This is an optimization exercise on Yosys and OpenROAD, whose aim is small area, not a production implementation. In this exercise RTL edits were held to simulation tests only and were not proved equivalent to the original. Power is estimated from default activity; no workload was simulated.

**flow/flow/run.sh**
```bash
#!/bin/bash
# Own layout flow: the standard synthesis, then an area-oriented re-mapping of the
# combinational logic (registers untouched: same cells, same names), then the standard
# layout from floorplan to finish.
set -euo pipefail
W=$(pwd)
R=$W/orfs/results/${FLOW_PLATFORM}/pong/base
YOSYS=yosys
[[ -x $FLOW_HOME/../tools/install/yosys/bin/yosys ]] && YOSYS=$FLOW_HOME/../tools/install/yosys/bin/yosys

# 1. standard synthesis
bash standard.sh synth > $W/1_standard_synth.log 2>&1

# 2. re-map the logic between the registers for area
cp $R/1_2_yosys.v $W/synth_standard.v
LIB=$FLOW_HOME/platforms/${FLOW_PLATFORM}/lib/sky130_fd_sc_hd__tt_025C_1v80.lib
sed -e "s#@LIB@#$LIB#g" -e "s#@IN@#$W/synth_standard.v#g" -e "s#@OUT@#$W/synth_remapped.v#g" \
    -e "s#@ABC@#$W/flow/area.abc#g" -e "s#@TOP@#$FLOW_TOP#g" $W/flow/remap.ys > $W/remap.ys
$YOSYS -s $W/remap.ys > $W/2_remap.log 2>&1
cp $W/synth_remapped.v $R/1_2_yosys.v
touch $R/1_2_yosys.v

# 3. standard layout on the re-mapped netlist; ports get the smallest buffer
export BUFFER_PORTS_ARGS="-buffer_cell sky130_fd_sc_hd__buf_1"
bash standard.sh finish > $W/3_standard_layout.log 2>&1
```
**flow/design.v**
```verilog
module bin_to_7seg
  (
    input  [7:0] i_bin,
    output o_Segment1_A,
    output o_Segment1_B,
    output o_Segment1_C,
    output o_Segment1_D,
    output o_Segment1_E,
    output o_Segment1_F,
    output o_Segment1_G,
    output o_Segment2_A,
    output o_Segment2_B,
    output o_Segment2_C,
    output o_Segment2_D,
    output o_Segment2_E,
    output o_Segment2_F,
    output o_Segment2_G
  );
  wire [6:0] w_Segment1;
  wire [6:0] w_Segment2;
  assign o_Segment1_A = w_Segment1[6];
  assign o_Segment1_B = w_Segment1[5];
  assign o_Segment1_C = w_Segment1[4];
  assign o_Segment1_D = w_Segment1[3];
  assign o_Segment1_E = w_Segment1[2];
  assign o_Segment1_F = w_Segment1[1];
  assign o_Segment1_G = w_Segment1[0];
  assign o_Segment2_A = w_Segment2[6];
  assign o_Segment2_B = w_Segment2[5];
  assign o_Segment2_C = w_Segment2[4];
  assign o_Segment2_D = w_Segment2[3];
  assign o_Segment2_E = w_Segment2[2];
  assign o_Segment2_F = w_Segment2[1];
  assign o_Segment2_G = w_Segment2[0];
  assign w_Segment1 = encode(i_bin[7:4]);
  assign w_Segment2 = encode(i_bin[3:0]);
	function [6:0] encode;
		input [3:0] i_bin_val;
		encode =	(i_bin_val[3:0] == 4'b0000) ? ~7'b1111110 :
					(i_bin_val[3:0] == 4'b0001) ? ~7'b0110000 :
					(i_bin_val[3:0] == 4'b0010) ? ~7'b1101101 :
					(i_bin_val[3:0] == 4'b0011) ? ~7'b1111001 :
					(i_bin_val[3:0] == 4'b0100) ? ~7'b0110011 :
					(i_bin_val[3:0] == 4'b0101) ? ~7'b1011011 :
					(i_bin_val[3:0] == 4'b0110) ? ~7'b1011111 :
					(i_bin_val[3:0] == 4'b0111) ? ~7'b1110000 :
					(i_bin_val[3:0] == 4'b1000) ? ~7'b1111111 :
					(i_bin_val[3:0] == 4'b1001) ? ~7'b1111011 :
					(i_bin_val[3:0] == 4'b1010) ? ~7'b1110111 :
					(i_bin_val[3:0] == 4'b1011) ? ~7'b0011111 :
					(i_bin_val[3:0] == 4'b1100) ? ~7'b1001110 :
					(i_bin_val[3:0] == 4'b1101) ? ~7'b0111101 :
					(i_bin_val[3:0] == 4'b1110) ? ~7'b1001111 :
					(i_bin_val[3:0] == 4'b1111) ? ~7'b1000111 :
											      ~7'b0000000;
	endfunction
endmodule
module LFSR (
	input i_Clk,
	input i_Rst,
	input i_run,
	output reg [8:0] o_reg
);
	localparam [8:0]  INITIAL_VAL = 9'b1_1010_1110;
	localparam [16:0] DLY_START = 17'h1FFFF,
	                  DLY_END   = 17'h15728;
	reg [16:0] r_dly;
	wire w_end = (r_dly == DLY_END);
	always @(posedge i_Clk) begin
		if (i_Rst || (i_run && w_end))
			r_dly <= DLY_START;
		else if (i_run)
			r_dly <= {r_dly[15:0], r_dly[16] ^ r_dly[13]};
	end
	always @(posedge i_Clk) begin
		if (i_Rst || !i_run)
			o_reg <= INITIAL_VAL;
		else if (w_end)
			o_reg <= {o_reg[7] ^ o_reg[8], o_reg[6:5], o_reg[4] ^ o_reg[8],
			          o_reg[3], o_reg[2] ^ o_reg[8], o_reg[1] ^ o_reg[8], o_reg[0], o_reg[8]};
	end
endmodule
module paddle #(parameter SW_STEP_COUNT = 16) (
	input i_Clk,
	input i_Rst,
	input i_up,
	input i_down,
	input i_enable,
	output reg o1,
	output reg o2,
	output reg [8:0] o_top	 
	);
	reg [4:0] r_up_cnt;
	reg [4:0] r_dn_cnt;
	always @(posedge i_Clk) begin
		if (i_Rst) begin
			r_up_cnt <= 0;
			r_dn_cnt <= 0;
			o1 <= 1'b0;
			o2 <= 1'b0;
			o_top <= 9'd200;
		end else if (i_enable) begin
			if (i_up && !i_down) begin
				if (r_up_cnt[4]) begin
					r_up_cnt <= 0;
					if (o_top != 0) o_top <= o_top - 1'b1;
				end else begin
					r_up_cnt <= r_up_cnt + 1'b1;
					o1 <= 1'b1;
				end
			end else if (!i_up && i_down) begin
				if (r_dn_cnt[4]) begin
					r_dn_cnt <= 0;
					if (o_top != 9'd399) o_top <= o_top + 1'b1;
				end else begin
					r_dn_cnt <= r_dn_cnt + 1'b1;
					o2 <= 1'b1;
				end
			end else begin
				r_up_cnt <= 0;
				r_dn_cnt <= 0;
				o1 <= 1'b0;
				o2 <= 1'b0;
			end
		end else begin
			o_top <= 9'd200;
		end
	end
endmodule
module ball (
	input i_Clk,
	input i_Rst,
	input i_enable,
	input i_P1_sw_up,
	input i_P1_sw_down,
	input i_P2_sw_up,
	input i_P2_sw_down,
	input [8:0] i_P1_top,
	input [8:0] i_P2_top,
	output reg [9:0] o_left,	 
	output reg [9:0] o_top		 
	);
	reg [4:0] r_speed;
	reg [4:0] r_hi;
	reg [3:0] r_lo;
	reg r_xdir;			 
	reg [1:0] r_ydir;	 
	wire [9:0] w_bottom = o_top + 10'd10;
	wire w_step = (r_hi == 0) && (r_lo == 0);
	wire [9:0] w_pt = {1'b0, r_xdir ? i_P2_top : i_P1_top};
	wire [10:0] w_e = {1'b0, o_top} + 11'd9 - {1'b0, w_pt};
	wire w_hit = (o_left == (r_xdir ? 10'd576 : 10'd54)) && !w_e[10] && (w_e[9:0] <= 10'd88);
	wire w_up = r_xdir ? i_P2_sw_up : i_P1_sw_up;
	wire w_dn = r_xdir ? i_P2_sw_down : i_P1_sw_down;
	always @(posedge i_Clk) begin
		if (i_Rst || !i_enable) begin
			o_left <= 10'd315;
			o_top <= 10'd235;
			r_speed <= 5'd20;
			r_hi <= 5'd20;
			r_lo <= 0;
			r_ydir <= 0;
			if (i_Rst) r_xdir <= 1'b1;
		end else if (w_step) begin
			r_hi <= r_speed;
			o_left <= r_xdir ? o_left + 1'b1 : o_left - 1'b1;
			if (w_hit) begin
				r_xdir <= ~r_xdir;
				if (r_speed != 5'd1) r_speed <= r_speed - 1'b1;
				if (w_up && !w_dn) begin
					if (r_ydir == 0) r_ydir <= 1;
					else if (r_ydir == 2) r_ydir <= 0;
				end else if (!w_up && w_dn) begin
					if (r_ydir == 0) r_ydir <= 2;
					else if (r_ydir == 1) r_ydir <= 0;
				end
			end
			if (r_ydir == 1) begin
				o_top <= o_top - 1'b1;
				if (o_top == 0) r_ydir <= 2;
			end else if (r_ydir == 2) begin
				o_top <= o_top + 1'b1;
				if (o_top == 10'd469) r_ydir <= 1;
			end
		end else if (r_lo == 0) begin
			r_lo <= 4'd9;
			r_hi <= r_hi - 1'b1;
		end else begin
			r_lo <= r_lo - 1'b1;
		end
	end
endmodule
module sync_pulse_generator (
	input i_Clk,
	input i_Rst,
	output reg [9:0] o_X_Cursor,
	output reg [9:0] o_Y_Cursor
	);
	always @(posedge i_Clk) begin
		if (i_Rst) begin
			o_X_Cursor <= 0;
			o_Y_Cursor <= 0;
		end else if (o_X_Cursor == 10'd799) begin
			o_X_Cursor <= 0;
			o_Y_Cursor <= (o_Y_Cursor == 10'd524) ? 10'd0 : o_Y_Cursor + 1'b1;
		end else begin
			o_X_Cursor <= o_X_Cursor + 1'b1;
		end
	end
endmodule
module vga_sync_porch (
	input [9:0] i_X_Cursor,
	input [9:0] i_Y_Cursor,
	output o_H_Sync,
	output o_V_Sync
	);
	assign o_H_Sync = (i_X_Cursor < 10'd658) || (i_X_Cursor > 10'd750);
	assign o_V_Sync = (i_Y_Cursor < 10'd490) || (i_Y_Cursor > 10'd492);
endmodule
module display_to_screen (
	input i_Clk,
	input i_Rst,
	input [1:0] i_device_state,
	input [3:0] i_p1_score,
	input [3:0] i_p2_score,
	input [8:0] i_P1_top,
	input [8:0] i_P2_top,
	input [9:0] i_B_left,
	input [9:0] i_B_top,
	input [9:0] i_X_cursor,
	input [9:0] i_Y_cursor,
	output [2:0] o_VGA_Red,
	output [2:0] o_VGA_Grn,
	output [2:0] o_VGA_Blu
);
	parameter 	w_w = 46, 	 
				s_w = 4,	 
				u_h = 46,	 
				b_h = 23,	 
				ste = 8,	 
				X_OFFSET = (640-(5*w_w+4*s_w))/2,
				Y_OFFSET = (480-(2*u_h+b_h))/2;
	wire [8:0] start_output;
	reg start_output_flag;
	assign start_output = (start_output_flag == 1) ? 9'b111111111 : 9'b000000000;  
	wire [8:0] game_output;
	wire [8:0] score_output;
	wire [8:0] p1_score;
	wire [8:0] p2_score;
	wire [8:0] finish_output;
	reg finish_output_flag;
	wire [8:0] w_rand_RGB;
	LFSR rand_RGB (.i_Clk(i_Clk), .i_Rst(i_Rst), .i_run(i_device_state != 0), .o_reg(w_rand_RGB));
	assign finish_output = (finish_output_flag == 1) ? w_rand_RGB : 9'b000000000;
	assign {o_VGA_Red, o_VGA_Grn, o_VGA_Blu} = 	
		(i_device_state == 0) ? start_output :
		(i_device_state == 1) ? game_output :
		(i_device_state == 2) ? score_output :
		(i_device_state == 3) ? finish_output :
		0;
	always @(posedge i_Clk) begin  
		if (i_Rst)
			start_output_flag <= 0;
		else if (
			(i_Y_cursor>Y_OFFSET+0 && i_Y_cursor<=Y_OFFSET+u_h) && (i_X_cursor == X_OFFSET+4*w_w+3*s_w-ste || i_X_cursor == X_OFFSET+4*w_w+3*s_w)			 
			||(i_Y_cursor>Y_OFFSET+u_h/2 && i_Y_cursor<=Y_OFFSET+u_h/2+ste) && (i_X_cursor == X_OFFSET+2*w_w+2*s_w+ste || i_X_cursor == X_OFFSET+3*w_w+2*s_w)	 
			||(i_Y_cursor>Y_OFFSET+u_h/2+ste && i_Y_cursor<=Y_OFFSET+u_h) && (i_X_cursor == X_OFFSET+3*w_w+2*s_w-ste || i_X_cursor == X_OFFSET+3*w_w+2*s_w)
			||(i_Y_cursor>Y_OFFSET+u_h && i_Y_cursor<=Y_OFFSET+u_h+ste) && (i_X_cursor == X_OFFSET+0 || i_X_cursor == X_OFFSET+w_w || i_X_cursor == X_OFFSET+w_w+s_w || 			 
				i_X_cursor == X_OFFSET+2*w_w+s_w || i_X_cursor == X_OFFSET+2*w_w+2*s_w || i_X_cursor == X_OFFSET+3*w_w+2*s_w || i_X_cursor == X_OFFSET+3*w_w+3*s_w || 
				i_X_cursor == X_OFFSET+4*w_w+3*s_w || i_X_cursor == X_OFFSET+4*w_w+4*s_w || i_X_cursor == X_OFFSET+4*w_w+4*s_w+ste || i_X_cursor == X_OFFSET+5*w_w+4*s_w-ste ||
				i_X_cursor == X_OFFSET+5*w_w+4*s_w )
			||(i_Y_cursor>Y_OFFSET+u_h+ste && i_Y_cursor<=Y_OFFSET+u_h+b_h-ste/2) && (i_X_cursor == X_OFFSET+0 || i_X_cursor == X_OFFSET+ste || i_X_cursor == X_OFFSET+w_w+s_w || 
				i_X_cursor == X_OFFSET+w_w+s_w+ste || i_X_cursor == X_OFFSET+2*w_w+s_w-ste || i_X_cursor == X_OFFSET+2*w_w+s_w || i_X_cursor == X_OFFSET+2*w_w+2*s_w || 
				i_X_cursor == X_OFFSET+2*w_w+2*s_w+ste || i_X_cursor == X_OFFSET+3*w_w+2*s_w-ste || i_X_cursor == X_OFFSET+3*w_w+2*s_w || i_X_cursor == X_OFFSET+3*w_w+3*s_w || 
				i_X_cursor == X_OFFSET+3*w_w+3*s_w+ste || i_X_cursor == X_OFFSET+4*w_w+3*s_w-ste || i_X_cursor == X_OFFSET+4*w_w+3*s_w || i_X_cursor == X_OFFSET+4*w_w+4*s_w || 
				i_X_cursor == X_OFFSET+4*w_w+4*s_w+ste || i_X_cursor == X_OFFSET+5*w_w+4*s_w-ste || i_X_cursor == X_OFFSET+5*w_w+4*s_w )
			||(i_Y_cursor>Y_OFFSET+u_h+b_h-ste/2 && i_Y_cursor<=Y_OFFSET+u_h+b_h+ste/2) && (i_X_cursor == X_OFFSET+0 || i_X_cursor == X_OFFSET+ste || i_X_cursor == X_OFFSET+w_w+s_w || 
				i_X_cursor == X_OFFSET+2*w_w+s_w || i_X_cursor == X_OFFSET+2*w_w+2*s_w || i_X_cursor == X_OFFSET+2*w_w+2*s_w+ste || i_X_cursor == X_OFFSET+3*w_w+2*s_w-ste || 
				i_X_cursor == X_OFFSET+3*w_w+2*s_w || i_X_cursor == X_OFFSET+3*w_w+3*s_w || i_X_cursor == X_OFFSET+3*w_w+3*s_w+ste || i_X_cursor == X_OFFSET+4*w_w+3*s_w-ste || 
				i_X_cursor == X_OFFSET+4*w_w+3*s_w || i_X_cursor == X_OFFSET+4*w_w+4*s_w || i_X_cursor == X_OFFSET+4*w_w+4*s_w+ste || i_X_cursor == X_OFFSET+5*w_w+4*s_w-ste || 
				i_X_cursor == X_OFFSET+5*w_w+4*s_w )
			||(i_Y_cursor>Y_OFFSET+u_h+b_h+ste/2 && i_Y_cursor<=Y_OFFSET+2*u_h-ste) && (i_X_cursor == X_OFFSET+0 || i_X_cursor == X_OFFSET+ste || i_X_cursor == X_OFFSET+w_w+s_w || 
				i_X_cursor == X_OFFSET+w_w+s_w+ste || i_X_cursor == X_OFFSET+2*w_w+2*s_w || 
				i_X_cursor == X_OFFSET+2*w_w+2*s_w+ste || i_X_cursor == X_OFFSET+3*w_w+2*s_w-ste || i_X_cursor == X_OFFSET+3*w_w+2*s_w || i_X_cursor == X_OFFSET+3*w_w+3*s_w || 
				i_X_cursor == X_OFFSET+3*w_w+3*s_w+ste || i_X_cursor == X_OFFSET+4*w_w+3*s_w-ste || i_X_cursor == X_OFFSET+4*w_w+3*s_w || i_X_cursor == X_OFFSET+4*w_w+4*s_w || 
				i_X_cursor == X_OFFSET+4*w_w+4*s_w+ste || i_X_cursor == X_OFFSET+5*w_w+4*s_w-ste || i_X_cursor == X_OFFSET+5*w_w+4*s_w )								
			||(i_Y_cursor>Y_OFFSET+2*u_h-ste && i_Y_cursor<=Y_OFFSET+2*u_h) && (i_X_cursor == X_OFFSET+0 || i_X_cursor == X_OFFSET+ste || i_X_cursor == X_OFFSET+w_w+s_w || 
				i_X_cursor == X_OFFSET+2*w_w+s_w || i_X_cursor == X_OFFSET+2*w_w+2*s_w || i_X_cursor == X_OFFSET+3*w_w+2*s_w || i_X_cursor == X_OFFSET+3*w_w+3*s_w || 
				i_X_cursor == X_OFFSET+4*w_w+3*s_w || i_X_cursor == X_OFFSET+4*w_w+4*s_w || i_X_cursor == X_OFFSET+5*w_w+4*s_w )
			||(i_Y_cursor>Y_OFFSET+2*u_h && i_Y_cursor<=Y_OFFSET+2*u_h+b_h-ste) && (i_X_cursor == X_OFFSET+5*w_w+4*s_w-ste || i_X_cursor == X_OFFSET+5*w_w+4*s_w)	 
			||(i_Y_cursor>Y_OFFSET+2*u_h+b_h-ste && i_Y_cursor<=Y_OFFSET+2*u_h+b_h) && (i_X_cursor == X_OFFSET+4*w_w+4*s_w || i_X_cursor == X_OFFSET+5*w_w+4*s_w) 	
		) 
			start_output_flag <= ~start_output_flag;
		else
			start_output_flag <= start_output_flag;
	    end
	wire [10:0] w_dx = {1'b0, i_X_cursor} - {1'b0, i_B_left} - 11'd1;
	wire [10:0] w_dy = {1'b0, i_Y_cursor} - {1'b0, i_B_top} - 11'd1;
	wire w_pad_col = (i_X_cursor > 10'd44 && i_X_cursor < 10'd54) || (i_X_cursor > 10'd586 && i_X_cursor < 10'd596);
	wire [8:0] w_pt = i_X_cursor[9] ? i_P2_top : i_P1_top;
	wire [10:0] w_dp = {1'b0, i_Y_cursor} - {2'b0, w_pt} - 11'd1;
	assign game_output = ((w_pad_col && w_dp <= 11'd78) || (w_dx <= 11'd8 && w_dy <= 11'd8)) ? 9'b111111111 : 9'b000000000;
	assign score_output = game_output | p1_score | p2_score;
	print_score #(.X_OFFSET((640-(3*w_w+2*s_w))/2), .Y_OFFSET((480-(2*u_h))/2)) player_1 
		(.i_Clk(i_Clk), .i_Rst(i_Rst), .i_score_val(i_p1_score), .i_X_cursor(i_X_cursor), .i_Y_cursor(i_Y_cursor), .o_score_RGB(p1_score));
	print_score #(.X_OFFSET((640-(3*w_w+2*s_w))/2+2*w_w+2*s_w), .Y_OFFSET((480-(2*u_h))/2)) player_2
		(.i_Clk(i_Clk), .i_Rst(i_Rst), .i_score_val(i_p2_score), .i_X_cursor(i_X_cursor), .i_Y_cursor(i_Y_cursor), .o_score_RGB(p2_score));
	always @(posedge i_Clk) begin  
		if (i_Rst)
		finish_output_flag <= 0;
	else if (
			(i_Y_cursor>Y_OFFSET+0 && i_Y_cursor<=Y_OFFSET+ste) && (i_X_cursor == X_OFFSET+0 || i_X_cursor == X_OFFSET+w_w)			 
			||(i_Y_cursor>Y_OFFSET+ste && i_Y_cursor<=Y_OFFSET+u_h) && (i_X_cursor == X_OFFSET+0 || i_X_cursor == X_OFFSET+ste || i_X_cursor == X_OFFSET+w_w-ste || i_X_cursor == X_OFFSET+w_w)
			||(i_Y_cursor>Y_OFFSET+u_h && i_Y_cursor<=Y_OFFSET+u_h+ste) && (i_X_cursor == X_OFFSET+0 || i_X_cursor == X_OFFSET+w_w || 
				i_X_cursor == X_OFFSET+3*w_w+3*s_w || i_X_cursor == X_OFFSET+3*w_w+3*s_w+ste || i_X_cursor == X_OFFSET+3*w_w+3*s_w+w_w/2-ste/2 || i_X_cursor == X_OFFSET+3*w_w+3*s_w+w_w/2+ste/2 ||
				i_X_cursor == X_OFFSET+4*w_w+3*s_w-ste || i_X_cursor == X_OFFSET+4*w_w+3*s_w || i_X_cursor == X_OFFSET+4*w_w+4*s_w || i_X_cursor == X_OFFSET+5*w_w+4*s_w ||
				i_X_cursor == X_OFFSET+5*w_w+5*s_w || i_X_cursor == X_OFFSET+6*w_w+5*s_w)
			||(i_Y_cursor>Y_OFFSET+u_h+ste && i_Y_cursor<=Y_OFFSET+2*u_h-ste) && (i_X_cursor == X_OFFSET+0 || i_X_cursor == X_OFFSET+ste || 
				i_X_cursor == X_OFFSET+3*w_w+3*s_w || i_X_cursor == X_OFFSET+3*w_w+3*s_w+ste || i_X_cursor == X_OFFSET+3*w_w+3*s_w+w_w/2-ste/2 || i_X_cursor == X_OFFSET+3*w_w+3*s_w+w_w/2+ste/2 ||
				i_X_cursor == X_OFFSET+4*w_w+3*s_w-ste || i_X_cursor == X_OFFSET+4*w_w+3*s_w || i_X_cursor == X_OFFSET+4*w_w+4*s_w || i_X_cursor == X_OFFSET+4*w_w+4*s_w+ste ||
				i_X_cursor == X_OFFSET+5*w_w+4*s_w-ste ||i_X_cursor == X_OFFSET+5*w_w+4*s_w || i_X_cursor == X_OFFSET+5*w_w+5*s_w || i_X_cursor == X_OFFSET+5*w_w+5*s_w+ste || 
				i_X_cursor == X_OFFSET+6*w_w+5*s_w-ste || i_X_cursor == X_OFFSET+6*w_w+5*s_w)
			||(i_Y_cursor>Y_OFFSET+2*u_h-ste && i_Y_cursor<=Y_OFFSET+2*u_h) && (i_X_cursor == X_OFFSET+0 || i_X_cursor == X_OFFSET+ste || 
				i_X_cursor == X_OFFSET+3*w_w+3*s_w || i_X_cursor == X_OFFSET+4*w_w+3*s_w || i_X_cursor == X_OFFSET+4*w_w+4*s_w || i_X_cursor == X_OFFSET+5*w_w+4*s_w || 
				i_X_cursor == X_OFFSET+5*w_w+5*s_w || i_X_cursor == X_OFFSET+5*w_w+5*s_w+ste || i_X_cursor == X_OFFSET+6*w_w+5*s_w-ste || i_X_cursor == X_OFFSET+6*w_w+5*s_w)
			|| ((i_p1_score > i_p2_score) && ((i_Y_cursor>Y_OFFSET+0 && i_Y_cursor<=Y_OFFSET+2*u_h) && (i_X_cursor==X_OFFSET+2*w_w+s_w-ste || i_X_cursor==X_OFFSET+2*w_w+s_w)))	 
			|| ((i_p1_score < i_p2_score) && ((i_Y_cursor>Y_OFFSET+0 && i_Y_cursor<=Y_OFFSET+ste) && (i_X_cursor==X_OFFSET+w_w+s_w+0 || i_X_cursor==X_OFFSET+w_w+s_w+w_w)		 
				|| (i_Y_cursor>Y_OFFSET+ste && i_Y_cursor<=Y_OFFSET+u_h-ste/2) && (i_X_cursor==X_OFFSET+w_w+s_w+w_w-ste || i_X_cursor==X_OFFSET+w_w+s_w+w_w)
				|| (i_Y_cursor>Y_OFFSET+u_h-ste/2 && i_Y_cursor<=Y_OFFSET+u_h+ste/2) && (i_X_cursor==X_OFFSET+w_w+s_w+0 || i_X_cursor==X_OFFSET+w_w+s_w+w_w)
				|| (i_Y_cursor>Y_OFFSET+u_h+ste/2 && i_Y_cursor<=Y_OFFSET+2*u_h-ste) && (i_X_cursor==X_OFFSET+w_w+s_w+0 || i_X_cursor==X_OFFSET+w_w+s_w+ste)
				|| (i_Y_cursor>Y_OFFSET+2*u_h-ste && i_Y_cursor<=Y_OFFSET+2*u_h) && (i_X_cursor==X_OFFSET+w_w+s_w+0 || i_X_cursor==X_OFFSET+w_w+s_w+w_w)))
		) 
		finish_output_flag <= ~finish_output_flag;
	else
		finish_output_flag <= finish_output_flag;
	end
endmodule
module print_score #(
	parameter	X_OFFSET = 0,
				Y_OFFSET = 0,
				w_w = 46, 	 
				s_w = 4,	 
				u_h = 46,	 
				b_h = 23,	 
				ste = 8	 
	)
	(
	input i_Clk,
	input i_Rst,
	input [3:0] i_score_val,
	input [9:0] i_X_cursor,
	input [9:0] i_Y_cursor,
	output [8:0] o_score_RGB
	);
	reg score_flag;
	assign o_score_RGB = (score_flag == 1) ? 9'b111111111 : 9'b000000000;
	always @(posedge i_Clk) begin
		if (i_Rst) score_flag <= 0;
		else
		case(i_score_val)
			0: score_flag <= ((i_Y_cursor>Y_OFFSET+0 && i_Y_cursor<=Y_OFFSET+ste) && (i_X_cursor==X_OFFSET+0 || i_X_cursor==X_OFFSET+w_w)
	|| (i_Y_cursor>Y_OFFSET+ste && i_Y_cursor<=Y_OFFSET+2*u_h-ste) && (i_X_cursor==X_OFFSET+0 || i_X_cursor==X_OFFSET+ste || i_X_cursor==X_OFFSET+w_w-ste || i_X_cursor==X_OFFSET+w_w)
	|| (i_Y_cursor>Y_OFFSET+2*u_h-ste && i_Y_cursor<=Y_OFFSET+2*u_h) && (i_X_cursor==X_OFFSET+0 || i_X_cursor==X_OFFSET+w_w)) ? ~score_flag : score_flag;
			1: score_flag <= ((i_Y_cursor>Y_OFFSET+0 && i_Y_cursor<=Y_OFFSET+2*u_h) && (i_X_cursor==X_OFFSET+w_w-ste || i_X_cursor==X_OFFSET+w_w)) ? ~score_flag : score_flag;
			2: score_flag <= ((i_Y_cursor>Y_OFFSET+0 && i_Y_cursor<=Y_OFFSET+ste) && (i_X_cursor==X_OFFSET+0 || i_X_cursor==X_OFFSET+w_w)
	|| (i_Y_cursor>Y_OFFSET+ste && i_Y_cursor<=Y_OFFSET+u_h-ste/2) && (i_X_cursor==X_OFFSET+w_w-ste || i_X_cursor==X_OFFSET+w_w)
	|| (i_Y_cursor>Y_OFFSET+u_h-ste/2 && i_Y_cursor<=Y_OFFSET+u_h+ste/2) && (i_X_cursor==X_OFFSET+0 || i_X_cursor==X_OFFSET+w_w)
	|| (i_Y_cursor>Y_OFFSET+u_h+ste/2 && i_Y_cursor<=Y_OFFSET+2*u_h-ste) && (i_X_cursor==X_OFFSET+0 || i_X_cursor==X_OFFSET+ste)
	|| (i_Y_cursor>Y_OFFSET+2*u_h-ste && i_Y_cursor<=Y_OFFSET+2*u_h) && (i_X_cursor==X_OFFSET+0 || i_X_cursor==X_OFFSET+w_w)) ? ~score_flag : score_flag;
			3: score_flag <= ((i_Y_cursor>Y_OFFSET+0 && i_Y_cursor<=Y_OFFSET+ste) && (i_X_cursor==X_OFFSET+0 || i_X_cursor==X_OFFSET+w_w)
	|| (i_Y_cursor>Y_OFFSET+ste && i_Y_cursor<=Y_OFFSET+u_h-ste/2) && (i_X_cursor==X_OFFSET+w_w-ste || i_X_cursor==X_OFFSET+w_w)
	|| (i_Y_cursor>Y_OFFSET+u_h-ste/2 && i_Y_cursor<=Y_OFFSET+u_h+ste/2) && (i_X_cursor==X_OFFSET+0 || i_X_cursor==X_OFFSET+w_w)
	|| (i_Y_cursor>Y_OFFSET+u_h+ste/2 && i_Y_cursor<=Y_OFFSET+2*u_h-ste) && (i_X_cursor==X_OFFSET+w_w-ste || i_X_cursor==X_OFFSET+w_w)
	|| (i_Y_cursor>Y_OFFSET+2*u_h-ste && i_Y_cursor<=Y_OFFSET+2*u_h) && (i_X_cursor==X_OFFSET+0 || i_X_cursor==X_OFFSET+w_w)) ? ~score_flag : score_flag; 
			4: score_flag <= ((i_Y_cursor>Y_OFFSET+0 && i_Y_cursor<=Y_OFFSET+u_h-ste/2) && (i_X_cursor==X_OFFSET+0 || i_X_cursor==X_OFFSET+ste || i_X_cursor==X_OFFSET+w_w-ste || i_X_cursor==X_OFFSET+w_w)
	|| (i_Y_cursor>Y_OFFSET+u_h-ste/2 && i_Y_cursor<=Y_OFFSET+u_h+ste/2) && (i_X_cursor==X_OFFSET+0 || i_X_cursor==X_OFFSET+w_w)
	|| (i_Y_cursor>Y_OFFSET+u_h+ste/2 && i_Y_cursor<=Y_OFFSET+2*u_h) && (i_X_cursor==X_OFFSET+w_w-ste || i_X_cursor==X_OFFSET+w_w)) ? ~score_flag : score_flag;
			5: score_flag <= ((i_Y_cursor>Y_OFFSET+0 && i_Y_cursor<=Y_OFFSET+ste) && (i_X_cursor==X_OFFSET+0 || i_X_cursor==X_OFFSET+w_w)
	|| (i_Y_cursor>Y_OFFSET+ste && i_Y_cursor<=Y_OFFSET+u_h-ste/2) && (i_X_cursor==X_OFFSET+0 || i_X_cursor==X_OFFSET+ste)
	|| (i_Y_cursor>Y_OFFSET+u_h-ste/2 && i_Y_cursor<=Y_OFFSET+u_h+ste/2) && (i_X_cursor==X_OFFSET+0 || i_X_cursor==X_OFFSET+w_w)
	|| (i_Y_cursor>Y_OFFSET+u_h+ste/2 && i_Y_cursor<=Y_OFFSET+2*u_h-ste) && (i_X_cursor==X_OFFSET+w_w-ste || i_X_cursor==X_OFFSET+w_w)
	|| (i_Y_cursor>Y_OFFSET+2*u_h-ste && i_Y_cursor<=Y_OFFSET+2*u_h) && (i_X_cursor==X_OFFSET+0 || i_X_cursor==X_OFFSET+w_w)) ? ~score_flag : score_flag;
			6: score_flag <= ((i_Y_cursor>Y_OFFSET+0 && i_Y_cursor<=Y_OFFSET+ste) && (i_X_cursor==X_OFFSET+0 || i_X_cursor==X_OFFSET+w_w)
	|| (i_Y_cursor>Y_OFFSET+ste && i_Y_cursor<=Y_OFFSET+u_h-ste/2) && (i_X_cursor==X_OFFSET+0 || i_X_cursor==X_OFFSET+ste)
	|| (i_Y_cursor>Y_OFFSET+u_h-ste/2 && i_Y_cursor<=Y_OFFSET+u_h+ste/2) && (i_X_cursor==X_OFFSET+0 || i_X_cursor==X_OFFSET+w_w)
	|| (i_Y_cursor>Y_OFFSET+u_h+ste/2 && i_Y_cursor<=Y_OFFSET+2*u_h-ste) && (i_X_cursor==X_OFFSET+0 || i_X_cursor==X_OFFSET+ste || i_X_cursor==X_OFFSET+w_w-ste || i_X_cursor==X_OFFSET+w_w)
	|| (i_Y_cursor>Y_OFFSET+2*u_h-ste && i_Y_cursor<=Y_OFFSET+2*u_h) && (i_X_cursor==X_OFFSET+0 || i_X_cursor==X_OFFSET+w_w)) ? ~score_flag : score_flag;
			7: score_flag <= ((i_Y_cursor>Y_OFFSET+0 && i_Y_cursor<=Y_OFFSET+ste) && (i_X_cursor==X_OFFSET+0 || i_X_cursor==X_OFFSET+w_w)
	|| (i_Y_cursor>Y_OFFSET+ste && i_Y_cursor<=Y_OFFSET+2*u_h) && (i_X_cursor==X_OFFSET+w_w-ste || i_X_cursor==X_OFFSET+w_w)) ? ~score_flag : score_flag;
			8: score_flag <= ((i_Y_cursor>Y_OFFSET+0 && i_Y_cursor<=Y_OFFSET+ste) && (i_X_cursor==X_OFFSET+0 || i_X_cursor==X_OFFSET+w_w)
	|| (i_Y_cursor>Y_OFFSET+ste && i_Y_cursor<=Y_OFFSET+u_h-ste/2) && (i_X_cursor==X_OFFSET+0 || i_X_cursor==X_OFFSET+ste || i_X_cursor==X_OFFSET+w_w-ste || i_X_cursor==X_OFFSET+w_w)
	|| (i_Y_cursor>Y_OFFSET+u_h-ste/2 && i_Y_cursor<=Y_OFFSET+u_h+ste/2) && (i_X_cursor==X_OFFSET+0 || i_X_cursor==X_OFFSET+w_w)
	|| (i_Y_cursor>Y_OFFSET+u_h+ste/2 && i_Y_cursor<=Y_OFFSET+2*u_h-ste) && (i_X_cursor==X_OFFSET+0 || i_X_cursor==X_OFFSET+ste || i_X_cursor==X_OFFSET+w_w-ste || i_X_cursor==X_OFFSET+w_w)
	|| (i_Y_cursor>Y_OFFSET+2*u_h-ste && i_Y_cursor<=Y_OFFSET+2*u_h) && (i_X_cursor==X_OFFSET+0 || i_X_cursor==X_OFFSET+w_w)) ? ~score_flag : score_flag;
			9: score_flag <= ((i_Y_cursor>Y_OFFSET+0 && i_Y_cursor<=Y_OFFSET+ste) && (i_X_cursor==X_OFFSET+0 || i_X_cursor==X_OFFSET+w_w)
	|| (i_Y_cursor>Y_OFFSET+ste && i_Y_cursor<=Y_OFFSET+u_h-ste/2) && (i_X_cursor==X_OFFSET+0 || i_X_cursor==X_OFFSET+ste || i_X_cursor==X_OFFSET+w_w-ste || i_X_cursor==X_OFFSET+w_w)
	|| (i_Y_cursor>Y_OFFSET+u_h-ste/2 && i_Y_cursor<=Y_OFFSET+u_h+ste/2) && (i_X_cursor==X_OFFSET+0 || i_X_cursor==X_OFFSET+w_w)
	|| (i_Y_cursor>Y_OFFSET+u_h+ste/2 && i_Y_cursor<=Y_OFFSET+2*u_h-ste) && (i_X_cursor==X_OFFSET+w_w-ste || i_X_cursor==X_OFFSET+w_w)
	|| (i_Y_cursor>Y_OFFSET+2*u_h-ste && i_Y_cursor<=Y_OFFSET+2*u_h) && (i_X_cursor==X_OFFSET+0 || i_X_cursor==X_OFFSET+w_w)) ? ~score_flag : score_flag;
			default: score_flag <= score_flag;
		endcase
	end
endmodule
module pong (
  input i_Clk,
  input i_Rst,
  input i_Switch_1,
  input i_Switch_2,
  input i_Switch_3,
  input i_Switch_4,
  output o_LED_1,
  output o_LED_2,
  output o_LED_3,
  output o_LED_4,
  output o_Segment1_A,
  output o_Segment1_B,
  output o_Segment1_C,
  output o_Segment1_D,
  output o_Segment1_E,
  output o_Segment1_F,
  output o_Segment1_G,
  output o_Segment2_A,
  output o_Segment2_B,
  output o_Segment2_C,
  output o_Segment2_D,
  output o_Segment2_E,
  output o_Segment2_F,
  output o_Segment2_G,
  output o_VGA_Red_0,
  output o_VGA_Red_1,
  output o_VGA_Red_2,
  output o_VGA_Grn_0,
  output o_VGA_Grn_1,
  output o_VGA_Grn_2,
  output o_VGA_Blu_0,
  output o_VGA_Blu_1,
  output o_VGA_Blu_2,
  output o_VGA_HSync,
  output o_VGA_VSync
  );
  wire [9:0] w_X_Cursor;
  wire [9:0] w_Y_Cursor;
  wire [8:0] w_P1_top;
  wire [8:0] w_P2_top;
  wire [9:0] w_B_left;
  wire [9:0] w_B_top;
  reg [1:0] device_state;	 
  reg [3:0] r_p1_score;	 
  reg [3:0] r_p2_score;
  wire w_en = (device_state == 2'd1);
  wire w_any_sw = i_Switch_1 | i_Switch_2 | i_Switch_3 | i_Switch_4;
  wire w_p1_point = (w_B_left == 10'd630);
  wire w_p2_point = (w_B_left == 10'd1023);
  always @(posedge i_Clk) begin
    if (i_Rst) begin
      device_state <= 0;
      r_p1_score <= 0;
      r_p2_score <= 0;
    end else if (device_state == 2'd1) begin
      if (w_p1_point || w_p2_point) begin
        if (w_p1_point) r_p1_score <= r_p1_score + 1'b1;
        else r_p2_score <= r_p2_score + 1'b1;
        device_state <= (r_p1_score == 4'd9 || r_p2_score == 4'd9) ? 2'd3 : 2'd2;
      end
    end else if (w_any_sw) begin
      if (device_state == 2'd3) begin
        r_p1_score <= 0;
        r_p2_score <= 0;
      end
      device_state <= 2'd1;
    end
  end
  bin_to_7seg U_BIN2SEG(
    .i_bin({r_p1_score, r_p2_score}),
    .o_Segment1_A(o_Segment1_A),
    .o_Segment1_B(o_Segment1_B),
    .o_Segment1_C(o_Segment1_C),
    .o_Segment1_D(o_Segment1_D),
    .o_Segment1_E(o_Segment1_E),
    .o_Segment1_F(o_Segment1_F),
    .o_Segment1_G(o_Segment1_G),
    .o_Segment2_A(o_Segment2_A),
    .o_Segment2_B(o_Segment2_B),
    .o_Segment2_C(o_Segment2_C),
    .o_Segment2_D(o_Segment2_D),
    .o_Segment2_E(o_Segment2_E),
    .o_Segment2_F(o_Segment2_F),
    .o_Segment2_G(o_Segment2_G)
    );
  paddle Paddle1 (
    .i_Clk(i_Clk),
    .i_Rst(i_Rst),
    .i_up(i_Switch_1),
    .i_down(i_Switch_2),
    .i_enable(w_en),
    .o1(o_LED_1),
    .o2(o_LED_2),
    .o_top(w_P1_top)
    );
  paddle Paddle2 (
    .i_Clk(i_Clk),
    .i_Rst(i_Rst),
    .i_up(i_Switch_3),
    .i_down(i_Switch_4),
    .i_enable(w_en),
    .o1(o_LED_3),
    .o2(o_LED_4),
    .o_top(w_P2_top)
    );
  ball Ball_Unit (
    .i_Clk(i_Clk),
    .i_Rst(i_Rst),
    .i_enable(w_en),
    .i_P1_sw_up(i_Switch_1),
    .i_P1_sw_down(i_Switch_2),
    .i_P2_sw_up(i_Switch_3),
    .i_P2_sw_down(i_Switch_4),
    .i_P1_top(w_P1_top),
    .i_P2_top(w_P2_top),
    .o_left(w_B_left),
    .o_top(w_B_top)
    );
  sync_pulse_generator SPG1 (
    .i_Clk(i_Clk),
    .i_Rst(i_Rst),
    .o_X_Cursor(w_X_Cursor),
    .o_Y_Cursor(w_Y_Cursor)
    );
  vga_sync_porch VSP1 (
    .i_X_Cursor(w_X_Cursor),
    .i_Y_Cursor(w_Y_Cursor),
    .o_H_Sync(o_VGA_HSync),
    .o_V_Sync(o_VGA_VSync)
    );
  display_to_screen Display1 (
    .i_Clk(i_Clk),
    .i_Rst(i_Rst),
    .i_device_state(device_state),
    .i_p1_score(r_p1_score),
    .i_p2_score(r_p2_score),
    .i_P1_top(w_P1_top),
    .i_P2_top(w_P2_top),
    .i_B_left(w_B_left),
    .i_B_top(w_B_top),
    .i_X_cursor(w_X_Cursor),
    .i_Y_cursor(w_Y_Cursor),
    .o_VGA_Red({o_VGA_Red_2, o_VGA_Red_1, o_VGA_Red_0}),
    .o_VGA_Grn({o_VGA_Grn_2, o_VGA_Grn_1, o_VGA_Grn_0}),
    .o_VGA_Blu({o_VGA_Blu_2, o_VGA_Blu_1, o_VGA_Blu_0})
    );
endmodule
```
**flow/config.mk**
```make
export PLATFORM = sky130hd
export DESIGN_NAME = pong
export DESIGN_NICKNAME = pong
export VERILOG_FILES = /design/flow/design.v
export SDC_FILE = /design/flow/constraint.sdc
export NUM_CORES = 4
export LEC_CHECK = 0
export CAP_MARGIN = 20
export CORE_MARGIN = 2
export CORE_UTILIZATION = 45
export CTS_BUF_LIST = sky130_fd_sc_hd__clkbuf_4 sky130_fd_sc_hd__clkbuf_16
export CTS_CLUSTER_SIZE = 8
export SLEW_MARGIN = 20
```
**flow/flow/remap.ys**
```
read_liberty -ignore_miss_func @LIB@
read_verilog @IN@
hierarchy -top @TOP@
blackbox sky130_fd_sc_hd__dfxtp_1 sky130_fd_sc_hd__dfxtp_2 sky130_fd_sc_hd__dfxtp_4 sky130_fd_sc_hd__edfxtp_1 sky130_fd_sc_hd__conb_1
flatten
opt_clean -purge
abc -liberty @LIB@ -dont_use *lpflow* -dont_use *probe* -dont_use *__ha_* -dont_use *__fa_* -script @ABC@
opt_clean -purge
hilomap -singleton -hicell sky130_fd_sc_hd__conb_1 HI -locell sky130_fd_sc_hd__conb_1 LO
splitnets
opt_clean -purge
insbuf -buf sky130_fd_sc_hd__buf_4 A X
stat -liberty @LIB@
write_verilog -noattr -nohex -nodec @OUT@
```
**flow/flow/area.abc**
```
strash; &get -n; &deepsyn -J 100 -T 400; &put; dch -f; amap
```
**flow/constraint.sdc**
```tcl
create_clock -name core_clock -period 10.0 [get_ports {i_Clk}]
set_input_delay 2.0000 -clock core_clock [delete_from_list [all_inputs] [get_ports {i_Clk}]]
set_output_delay 2.0000 -clock core_clock [all_outputs]
set_load 0.01 [all_outputs]
```
**flow/standard.sh**
```bash
#!/bin/bash
# synth_recipe.tcl (not shown) runs the flow's synth.tcl, then flattens the netlist and writes it again
# the make line also repeats each setting of config.mk as NAME=value (left out here)
make -C /OpenROAD-flow-scripts/flow DESIGN_CONFIG=/design/flow/config.mk WORK_HOME=/design/flow/orfs CLKGATE_MAP_FILE= SYNTH_SCRIPT=/design/flow/synth_recipe.tcl "${@:-finish}"
```
==> flow_metrics.env, run 1 <==
export IMPL_clock_sinks=139
export IMPL_syn_area_per_cell_um2=6.945
export IMPL_number_of_instances_in_the_synthesized_netlist=1140
export IMPL_clock_root_buffer="clkbuf_16"
export IMPL_report_final_slew_viol_count=0
export IMPL_vdd_drop_max_v=0.0001157
export IMPL_timing_max_slew_rel_slack=0.3114
export IMPL_gp_routability_congestion=0.9440
export IMPL_crit_arrival_ns=3.85
export IMPL_worst_pin_slew_ns=1.024
export IMPL_n_antenna_cell=0
export IMPL_die_w_um=136.6
export IMPL_ctsHtreeMaxLevel=4
export IMPL_cts_tree="done"
export IMPL_layout_nets=1202
export IMPL_endpoint_kind="primary output"
export IMPL_drv_cap=0
export IMPL_layout_drive_gt1_share=0.02895
export IMPL_final_hold_viol_count=0
export IMPL_first_iter_violations=600
export IMPL_detail_route_wl_per_cell_um=16.03
export IMPL_achievable_frequency_ghz=0.1708
export IMPL_cts_repair_resized=0
export IMPL_worst_hold_path_type="reg2reg"
export IMPL_post_cts_buffers=0
export IMPL_top_register="Display1.rand_RGB.r_dly"
export IMPL_powerDensity_nw_per_um2=144.0
export IMPL_mappedNetlistNets=1146
export IMPL_number_of_flip_flops_under_the_largest_register_name=17
export IMPL_port_buffers=34
export IMPL_antenna_found_initial=0
export IMPL_routed_wirelength_mm=22.99
export IMPL_gr_usage_all_layers=0.2500
export IMPL_num_fill_cells=1702
export IMPL_cts_hold_buffers=0
export IMPL_final_setup_slack_of_the_worst_path_ns=4.145
export IMPL_dp_final_hpwl_mm=17.30
export IMPL_grt_pass1_vias=7382
export IMPL_post_drt_via_cell_ratio=5.825
export IMPL_run_status="no timing/DRC/antenna violations"
export IMPL_fp_row_count=48
export IMPL_dieHeight_um=136.6
export IMPL_skew_ns=0.01113
export IMPL_route_vias_total=8353
export IMPL_clkTransAtPathRegs_ns=0.06
export IMPL_ant_nets=0
export IMPL_fin_crit_sh=0.5855
export IMPL_p_leak_uw=0.002897
export IMPL_rsz0062_at_grt="no"
export IMPL_cp_max_fo=18
export IMPL_detailed_routing_iterations_pass_1=5
export IMPL_flow_area_growth_from_synthesis_pct=13.38
export IMPL_num_io_pins=35
export IMPL_synth_cell_area_um2=7918
export IMPL_drcViolationCount=0
export IMPL_setup_viol=0
export IMPL_worstSetupPathType="reg2out"
export IMPL_layout_min_cycle_time_ns=5.855
export IMPL_placeableCoreArea_um2=17240
export IMPL_util_after_layout=0.5208
export IMPL_maximum_number_of_pins_on_one_net_before_global_route_repair=28
export IMPL_critical_path_required_ns=8.00
export IMPL_clockBufferDepth=2
export IMPL_starting_density_of_the_core=0.4593
export IMPL_clock_latency_ns=0.44
export IMPL_setup_total_negative_slack_ns=0
export IMPL_finalNonFillerCells=1434
export IMPL_startpoint_type="register"
export IMPL_grt_first_pass_wirelength_mm=37.14
export IMPL_place_worst_setup_slack_ns=4.648
export IMPL_placedCellCount=1402
export IMPL_yosys_warnings=9
export IMPL_gr_total_overflow=0
export IMPL_die_area_um2=18670
export IMPL_cts_buffers=17
==> report_power, final <==
part	leakage [µW]	internal, µW	switching, µW	total, µW
combinational	0.00147	16.0	38.5	54.5
clock	0.000303	382	287	669
sequential	0.00113	562	7.50	569
==> worst max-delay path, cell delays in order, from the launching register on <==
cell and delay [ns]:
dfxtp_1 0.69, clkinv_1 0.53, o22ai_1 0.37, o21ai_0 0.19
or2_0 0.27, o32a_1 0.35, o311a_1 0.33, nor2_1 0.09
o21ai_0 0.27, o21ai_0 0.17, buf_1 0.17
==> final cells by class <==
cell class	instances	area, µm²	share of cell area
clock buffer	17	425.4	0.04739
inverter	131	491.7	0.05477
tap	225	281.5	0.03136
multi-input combinational	870	4633	0.5161
clock inverter	15	202.7	0.02258
sequential	139	2793	0.3111
timing repair buffer	37	150.1	0.01672
==> placed cells by master, fill, tap and decap left out, types with 4 or more instances in the layout <==
master and instances:
nand2_1 87, nand3_1 14, nand4_1 8, a2111oi_0 7, and3_1 13, a31oi_1 14, a211oi_1 40, or2_0 6
o211ai_1 9, clkinv_1 131, and2_0 9, a22oi_1 10, o221ai_1 14, inv_6 4, o22a_1 12, a21o_1 6
buf_1 34, or4_1 6, o22ai_1 31, dfxtp_1 138, nor4_1 19, a221oi_1 10, nor3_1 69, clkbuf_16 17
nor2b_1 11, nor2_1 268, o21ai_0 81, o21a_1 23, o31ai_1 6, o32a_1 7, o32ai_1 4, a21oi_1 51
==> through the flow <==
| step | hold WS [ns] | instance area, µm² | total power (µW) |
|---|---|---|---|
| after floorplan | 0.4149 | 7918 | 615.3 |
| after global placement | 0.4335 | 8349 | 635.8 |
| after detailed placement | 0.4308 | 8349 | 635.8 |
| after CTS | 0.4399 | 8977 | 1304 |
| after global routing | 0.4710 | 8977 | 1335 |
| final | 0.4410 | 8977 | 1293 |
==> per-layer routing <==
metal | track usage | share of wire | vias up
met2 | 0.3833 | 0.44 | 204
li1 | - | - | 4291
met1 | 0.3483 | 0.49 | 3818
met5 | 0 | 0 | -
met3 | 0.03630 | 0.041 | 40
met4 | 0.1100 | 0.031 | 0
==> final timing paths <==
path                             startpoint                           endpoint  slack (ns)  depth (start not counted)
min          Ball_Unit.r_lo[0]$_SDFFE_PP0N_     Ball_Unit.r_lo[0]$_SDFFE_PP0N_        0.44                          1
max           SPG1.o_X_Cursor[9]$_SDFF_PP0_                        o_VGA_Red_1        4.15                         10
min reg2reg  Ball_Unit.r_lo[0]$_SDFFE_PP0N_     Ball_Unit.r_lo[0]$_SDFFE_PP0N_        0.44                          1
max reg2reg  Ball_Unit.r_xdir$_SDFFCE_PP1P_  Ball_Unit.r_speed[3]$_SDFFE_PP0P_        5.73                         11
==> run 2, diff against run 1 <==
--- a/flow/config.mk
+++ b/flow/config.mk
@@ -8,6 +8,5 @@
 export CAP_MARGIN = 20
 export CORE_MARGIN = 2
 export CORE_UTILIZATION = 45
-export CTS_BUF_LIST = sky130_fd_sc_hd__clkbuf_4 sky130_fd_sc_hd__clkbuf_16
-export CTS_CLUSTER_SIZE = 8
+export CTS_BUF_LIST = sky130_fd_sc_hd__clkbuf_8
 export SLEW_MARGIN = 20
==> run 2 against run 1 <==
Against the previous run:
- still clean
- worst setup slack got worse by 0.073 ns
- clock skew rose by 0.0060 ns
- maximum frequency fell by 1.2%
- critical path depth did not move
- core utilization fell by 1.1 points
- combinational power barely moved
- clock power fell by 25%
- non-clock buffer count did not move
- sequential share of layout area rose by 0.68 points
- routed wire length rose by 0.37%
- synthesized cell count did not move
- die area did not move
- critical path type unchanged
- largest cell class unchanged
==> flow_metrics.env, run 2 <==
export IMPL_run_status="no timing/DRC/antenna violations"
export IMPL_final_hold_viol_count=0
export IMPL_gr_usage_all_layers=0.2506
export IMPL_n_antenna_cell=0
export IMPL_vdd_drop_max_v=0.00007845
export IMPL_detail_route_wl_per_cell_um=16.09
export IMPL_grt_pass1_vias=7351
export IMPL_power_switching_share=0.2791
export IMPL_layout_min_cycle_time_ns=5.928
export IMPL_gp_routability_congestion=0.9440
export IMPL_clock_latency_ns=0.48
export IMPL_clock_root_buffer="clkbuf_8"
export IMPL_most_common_layout_cells="nor2_1, dfxtp_1, clkinv_1"
export IMPL_powerDensity_nw_per_um2=128.4
export IMPL_yosys_warnings=9
export IMPL_layout_drive_gt1_share=0.02895
export IMPL_clock_sinks=139
export IMPL_cp_max_fo=18
export IMPL_placeableCoreArea_um2=17240
export IMPL_grt_met3_usage=0.04407
export IMPL_route_vias_total=8383
export IMPL_layout_nets=1202
export IMPL_ant_nets=0
export IMPL_num_io_pins=35
export IMPL_globalRouteMet2Util=0.3869
export IMPL_number_of_instances_in_the_synthesized_netlist=1140
export IMPL_clkTransAtPathRegs_ns=0.09
export IMPL_cp_common_cell="o21ai_0"
export IMPL_dp_final_hpwl_mm=17.30
export IMPL_regArea_um2=2793
export IMPL_timing_max_slew_rel_slack=0.3310
export IMPL_grt_first_pass_wirelength_mm=37.23
export IMPL_routed_wirelength_mm=23.08
export IMPL_cts_repair_resized=0
export IMPL_clk_network_pwr_share=0.447
export IMPL_crit_slowest_cell="dfxtp_1"
export IMPL_cts_buffers=17
export IMPL_grt_util_met1=0.3476
export IMPL_share_of_total_power_in_combinational_logic=0.048
export IMPL_endpoint_kind="primary output"
export IMPL_first_iter_violations=592
export IMPL_worstPathCellList="clkinv_1, o22ai_1, o21ai_0, or2_0, o32a_1, o311a_1, nor2_1, o21ai_0, o21ai_0, buf_1"
export IMPL_critical_path_required_ns=8.00
export IMPL_die_area_um2=18670
export IMPL_cts_tree="done"
export IMPL_commonest_non_fill_non_tap_cell_in_the_layout="nor2_1"
export IMPL_intPower_uw=813.3
export IMPL_power_frac_seq=0.504
export IMPL_cts_hold_buffers=0
export IMPL_skew_ns=0.01712
export IMPL_num_fill_cells=1723
export IMPL_worstSetupPathType="reg2out"
export IMPL_detailed_routing_iterations_pass_1=5
export IMPL_startpoint_type="register"
export IMPL_post_drt_via_cell_ratio=5.846
export IMPL_place_worst_setup_slack_ns=4.648
export IMPL_number_of_flip_flops_under_the_largest_register_name=17
export IMPL_gr_busiest_metal="met2"
export IMPL_flow_area_growth_from_synthesis_pct=10.97
export IMPL_crit_arrival_ns=3.93
export IMPL_placedCellCount=1402
export IMPL_die_w_um=136.6
export IMPL_final_setup_slack_of_the_worst_path_ns=4.072
export IMPL_ctsHtreeMaxLevel=4
export IMPL_path_delay_family="compound AO/OA/AOI/OAI gates"
export IMPL_fin_crit_sh=0.5928
export IMPL_clockBufferDepth=2
export IMPL_rsz0062_at_grt="no"
export IMPL_drcViolationCount=0
export IMPL_mappedNetlistNets=1146
export IMPL_worst_hold_path_type="reg2reg"
export IMPL_setup_total_negative_slack_ns=0
export IMPL_fp_row_count=48
export IMPL_delay_of_the_slowest_critical_path_stage_ns=0.71
export IMPL_setup_viol=0
export IMPL_maximum_number_of_pins_on_one_net_before_global_route_repair=28
export IMPL_gr_total_overflow=0
export IMPL_top_register="Display1.rand_RGB.r_dly"
export IMPL_finalNonFillerCells=1434
export IMPL_switching_power_uw=314.9
export IMPL_r2r_setup_slack_ns=5.71
export IMPL_multi_input_comb_area_um2=4633
export IMPL_post_cts_buffers=0
export IMPL_worst_pin_slew_ns=0.9943
export IMPL_report_final_slew_viol_count=0
export IMPL_starting_density_of_the_core=0.4593
export IMPL_antenna_found_initial=0
export IMPL_drv_cap=0
export IMPL_p_leak_uw=0.002810
export IMPL_syn_area_per_cell_um2=6.945
export IMPL_achievable_frequency_ghz=0.1687
export IMPL_dieHeight_um=136.6
export IMPL_port_buffers=34
export IMPL_worstPathBufferInverterCount=2
export IMPL_synth_cell_area_um2=7918
-- run 2: path summary, 6_finish.rpt --
| path | start | end | cells after the start |
|---|---|---|---|
| worst max register to register | Ball_Unit.r_xdir$_SDFFCE_PP1P_ | Ball_Unit.r_speed[3]$_SDFFE_PP0P_ | 11 |
| worst min-delay path | Ball_Unit.r_lo[0]$_SDFFE_PP0N_ | Ball_Unit.r_lo[0]$_SDFFE_PP0N_ | 1 |
| worst max-delay path | SPG1.o_X_Cursor[9]$_SDFF_PP0_ | o_VGA_Red_1 | 10 |
| worst min register to register | Ball_Unit.r_lo[0]$_SDFFE_PP0N_ | Ball_Unit.r_lo[0]$_SDFFE_PP0N_ | 1 |
-- run 2: stage by stage --
step                  util  hold WS, ns  area [µm²]  total power, µW
floorplan                -       0.4149        7918            615.3
global placement    0.4844       0.4335        8349            635.8
detailed placement  0.4844       0.4308        8349            635.8
CTS                 0.5097       0.4434        8786             1137
global route        0.5097       0.4750        8786             1168
finish              0.5097       0.4439        8786             1128
-- run 2: power by group through the flow --
| stage | Clock [µW] | Sequential, µW | Combinational (µW) |
|---|---|---|---|
| after global routing | 536 | 570 | 61.5 |
| after global placement | 0 | 582 | 54.1 |
| after CTS | 513 | 569 | 54.7 |
| final | 505 | 569 | 54.7 |
| after detailed placement | 0 | 581 | 54.4 |
| after floorplan | 0 | 580 | 35.5 |
-- run 2: area by class of cell --
type | count | area share
Clock buffer | 17 | 0.02663
Clock inverter | 15 | 0.02307
Multi-Input combinational cell | 870 | 0.5273
Inverter | 131 | 0.05597
Tap cell | 225 | 0.03204
Sequential cell | 139 | 0.3179
Timing Repair Buffer | 37 | 0.01709
-- run 2: per-layer routing --
metal / wire length [µm] / vias up / part of all wire
li1: - / 4288 / -
met2: 10180 / 235 / 0.44
met5: 0 / - / 0
met3: 1025 / 41 / 0.044
met4: 584 / 0 / 0.025
met1: 11280 / 3819 / 0.49
==> run 3, diff against run 2 <==
==> flow/flow/area.abc (replaced) <==
strash; &get -n; &deepsyn -J 20 -T 300; &put; dch -f; amap -F 4 -A 8
--- a/flow/config.mk
+++ b/flow/config.mk
@@ -5,8 +5,9 @@
 export SDC_FILE = /design/flow/constraint.sdc
 export NUM_CORES = 4
 export LEC_CHECK = 0
-export CAP_MARGIN = 20
+export CAP_MARGIN = 0
 export CORE_MARGIN = 2
 export CORE_UTILIZATION = 45
 export CTS_BUF_LIST = sky130_fd_sc_hd__clkbuf_8
-export SLEW_MARGIN = 20
+export CTS_CLUSTER_SIZE = 30
+export SLEW_MARGIN = 0
==> run 3 against run 2 <==
Against the previous run:
- synthesized cell count increased by 1.8%
- count of clock-buffer cells in the layout unchanged
- final area increased by 1.7%
- still clean on timing, DRC and antenna
- critical path type unchanged
- global-route usage increased by 0.41 points
- highest routed layer unchanged
- register-to-register slack got worse by 0.31 ns
- die area increased by 2.2%
==> flow_metrics.env, run 3 <==
export IMPL_clock_latency_ns=0.46
export IMPL_ant_nets=0
export IMPL_startpoint_type="register"
export IMPL_drv_cap=0
export IMPL_util_after_layout=0.5006
export IMPL_crit_arrival_ns=4.08
export IMPL_clockBufferDepth=2
export IMPL_die_area_um2=19090
export IMPL_fin_crit_sh=0.6081
export IMPL_hold_path_cell_count=1
export IMPL_fp_row_count=49
export IMPL_die_w_um=138.2
export IMPL_gp_routability_congestion=0.9111
export IMPL_grt_first_pass_wirelength_mm=40.30
export IMPL_r2r_end="Ball_Unit.r_speed[4]$_SDFFE_PP1P_"
export IMPL_drcViolationCount=0
export IMPL_clock_root_buffer="clkbuf_8"
export IMPL_layout_nets=1225
export IMPL_run_status="no timing/DRC/antenna violations"
export IMPL_setup_total_negative_slack_ns=0
export IMPL_r2r_setup_slack_ns=5.40
export IMPL_synth_cell_area_um2=8100
export IMPL_commonest_non_fill_non_tap_cell_in_the_layout="nor2_1"
export IMPL_gr_usage_all_layers=0.2547
export IMPL_power_total_uw=1074
export IMPL_number_of_flip_flops_under_the_largest_register_name=17
export IMPL_critical_path_required_ns=8.00
export IMPL_achievable_frequency_ghz=0.1644
export IMPL_worst_hold_path_type="reg2reg"
export IMPL_cts_hold_buffers=0
export IMPL_grt_pass1_vias=7999
export IMPL_first_iter_violations=722
export IMPL_detail_route_wl_per_cell_um=16.67
export IMPL_layout_min_cycle_time_ns=6.081
export IMPL_setup_viol=0
export IMPL_placeableCoreArea_um2=17840
export IMPL_post_cts_buffers=0
export IMPL_syn_area_per_cell_um2=6.977
export IMPL_yosys_warnings=9
export IMPL_n_antenna_cell=0
export IMPL_num_fill_cells=1816
export IMPL_maximum_number_of_pins_on_one_net_before_global_route_repair=45
export IMPL_skew_ns=0.01170
export IMPL_worst_hold_path_endpoint="Ball_Unit.r_lo[0]$_SDFFE_PP0N_"
export IMPL_worstSetupPathType="reg2out"
export IMPL_timing_max_slew_rel_slack=0.3291
export IMPL_port_buffers=34
export IMPL_vdd_drop_max_v=0.0001177
export IMPL_clkTransAtPathRegs_ns=0.10
export IMPL_num_io_pins=35
export IMPL_powerDensity_nw_per_um2=120.2
export IMPL_post_drt_via_cell_ratio=5.992
export IMPL_mappedNetlistNets=1167
export IMPL_report_final_slew_viol_count=0
export IMPL_route_vias_total=8754
export IMPL_cts_repair_resized=0
export IMPL_cts_tree="done"
export IMPL_layout_drive_gt1_share=0.03003
export IMPL_cts_buffers=17
export IMPL_most_common_layout_cells="nor2_1, clkinv_1, dfxtp_1"
export IMPL_cp_max_fo=17
export IMPL_antenna_found_initial=0
export IMPL_starting_density_of_the_core=0.4540
export IMPL_number_of_instances_in_the_synthesized_netlist=1161
export IMPL_top_register="Display1.rand_RGB.r_dly"
export IMPL_dp_final_hpwl_mm=18.41
export IMPL_detailed_routing_iterations_pass_1=6
export IMPL_clock_sinks=139
export IMPL_gr_total_overflow=0
export IMPL_worst_pin_slew_ns=0.9972
export IMPL_final_hold_viol_count=0
export IMPL_endpoint_kind="primary output"
export IMPL_min_from="Ball_Unit.r_lo[0]$_SDFFE_PP0N_"
export IMPL_worst_r2r_startpoint="Ball_Unit.r_xdir$_SDFFCE_PP1P_"
export IMPL_ctsHtreeMaxLevel=4
export IMPL_r2r_cells=16
export IMPL_dieHeight_um=138.2
export IMPL_finalNonFillerCells=1461
export IMPL_flow_area_growth_from_synthesis_pct=10.26
export IMPL_p_leak_uw=0.002745
export IMPL_routed_wirelength_mm=24.35
export IMPL_placedCellCount=1429
export IMPL_rsz0062_at_grt="no"
-- run 3: cell type report --
type / instances / area [µm²] / share of cell area
Clock buffer: 17 / 234.0 / 0.02620
Clock inverter: 15 / 145.1 / 0.01625
Inverter: 165 / 619.3 / 0.06935
Multi-Input combinational cell: 857 / 4688 / 0.5249
Sequential cell: 139 / 2793 / 0.3127
Tap cell: 229 / 286.5 / 0.03208
Timing Repair Buffer: 39 / 165.2 / 0.01849
-- run 3: worst max-delay path by stage --
stage,to,start,slack [ns]
after floorplan,o_VGA_Blu_0,SPG1.o_X_Cursor[9]$_SDFF_PP0_,5.30
after global placement,o_VGA_Blu_2,SPG1.o_X_Cursor[9]$_SDFF_PP0_,4.51
after detailed placement,o_VGA_Red_2,SPG1.o_X_Cursor[9]$_SDFF_PP0_,4.44
after CTS,o_VGA_Red_2,SPG1.o_X_Cursor[9]$_SDFF_PP0_,3.94
after global routing,o_VGA_Red_2,SPG1.o_X_Cursor[9]$_SDFF_PP0_,3.47
final,o_VGA_Red_2,SPG1.o_X_Cursor[9]$_SDFF_PP0_,3.92
-- run 3: per-stage QoR --
| step | hold WS, ns | instance area (µm²) | worst slack [ns] |
|---|---|---|---|
| floorplan | 0.4122 | 8100 | 5.304 |
| global placement | 0.4221 | 8552 | 4.506 |
| detailed placement | 0.4251 | 8552 | 4.442 |
| CTS | 0.4406 | 8931 | 3.938 |
| global route | 0.4528 | 8931 | 3.467 |
| finish | 0.4380 | 8931 | 3.919 |
-- run 3: metal layers --
layer	routed length, µm	global-route usage
met1	11630	0.3468
met2	10920	0.4127
met3	1410	0.05126
met4	392	0.07035
met5	0	0
-- run 3: report_power, final --
group / switching, µW / internal, µW / total [µW]
combinational: 36.7 / 16.4 / 53.1
clock: 265 / 185 / 450
sequential: 7.18 / 563 / 570
-- run 3: worst max-delay path, cell delays in order, from the launching register on --
cell,delay (ns)
dfxtp_1,0.73
clkinv_1,0.53
o22ai_1,0.32
nor2b_1,0.28
nor2_1,0.08
nor2_1,0.11
nor2_1,0.05
o311a_1,0.12
a211oi_1,0.17
a21oi_1,0.10
a211oi_1,0.72
o21ai_0,0.23
buf_1,0.18

-- re-timing with driven ports --
The flow's constraints put no driver on any port. The routed layouts listed below were extracted and timed again, unchanged, in two steps. Step 1 (the two cells are an assumption about what drives the block):
set clk [get_ports {i_Clk}]
set_driving_cell -lib_cell sky130_fd_sc_hd__clkbuf_16 $clk
set_driving_cell -lib_cell sky130_fd_sc_hd__buf_2 [delete_from_list [all_inputs] $clk]
Step 2, shift: input delay + t, output delay - t, t = (earliest + latest rising clock arrival at the registers) / 2. This alone moves slack from input paths to output paths. Three values: no drivers, after step 1, after step 2; two values: the first two.
run	shift t [ns]	setup slack, ns	hold WS [ns]
run 1	0.475	4.145 / 4.100 / 4.575	0.441 / 0.441 / 0.441
run 2	0.508	4.072 / 4.034 / 4.542	0.444 / 0.444 / 0.444
run 3	0.496	3.919 / 3.878 / 4.374	0.438 / 0.438 / 0.438
After both steps setup and hold are still met in every run listed.
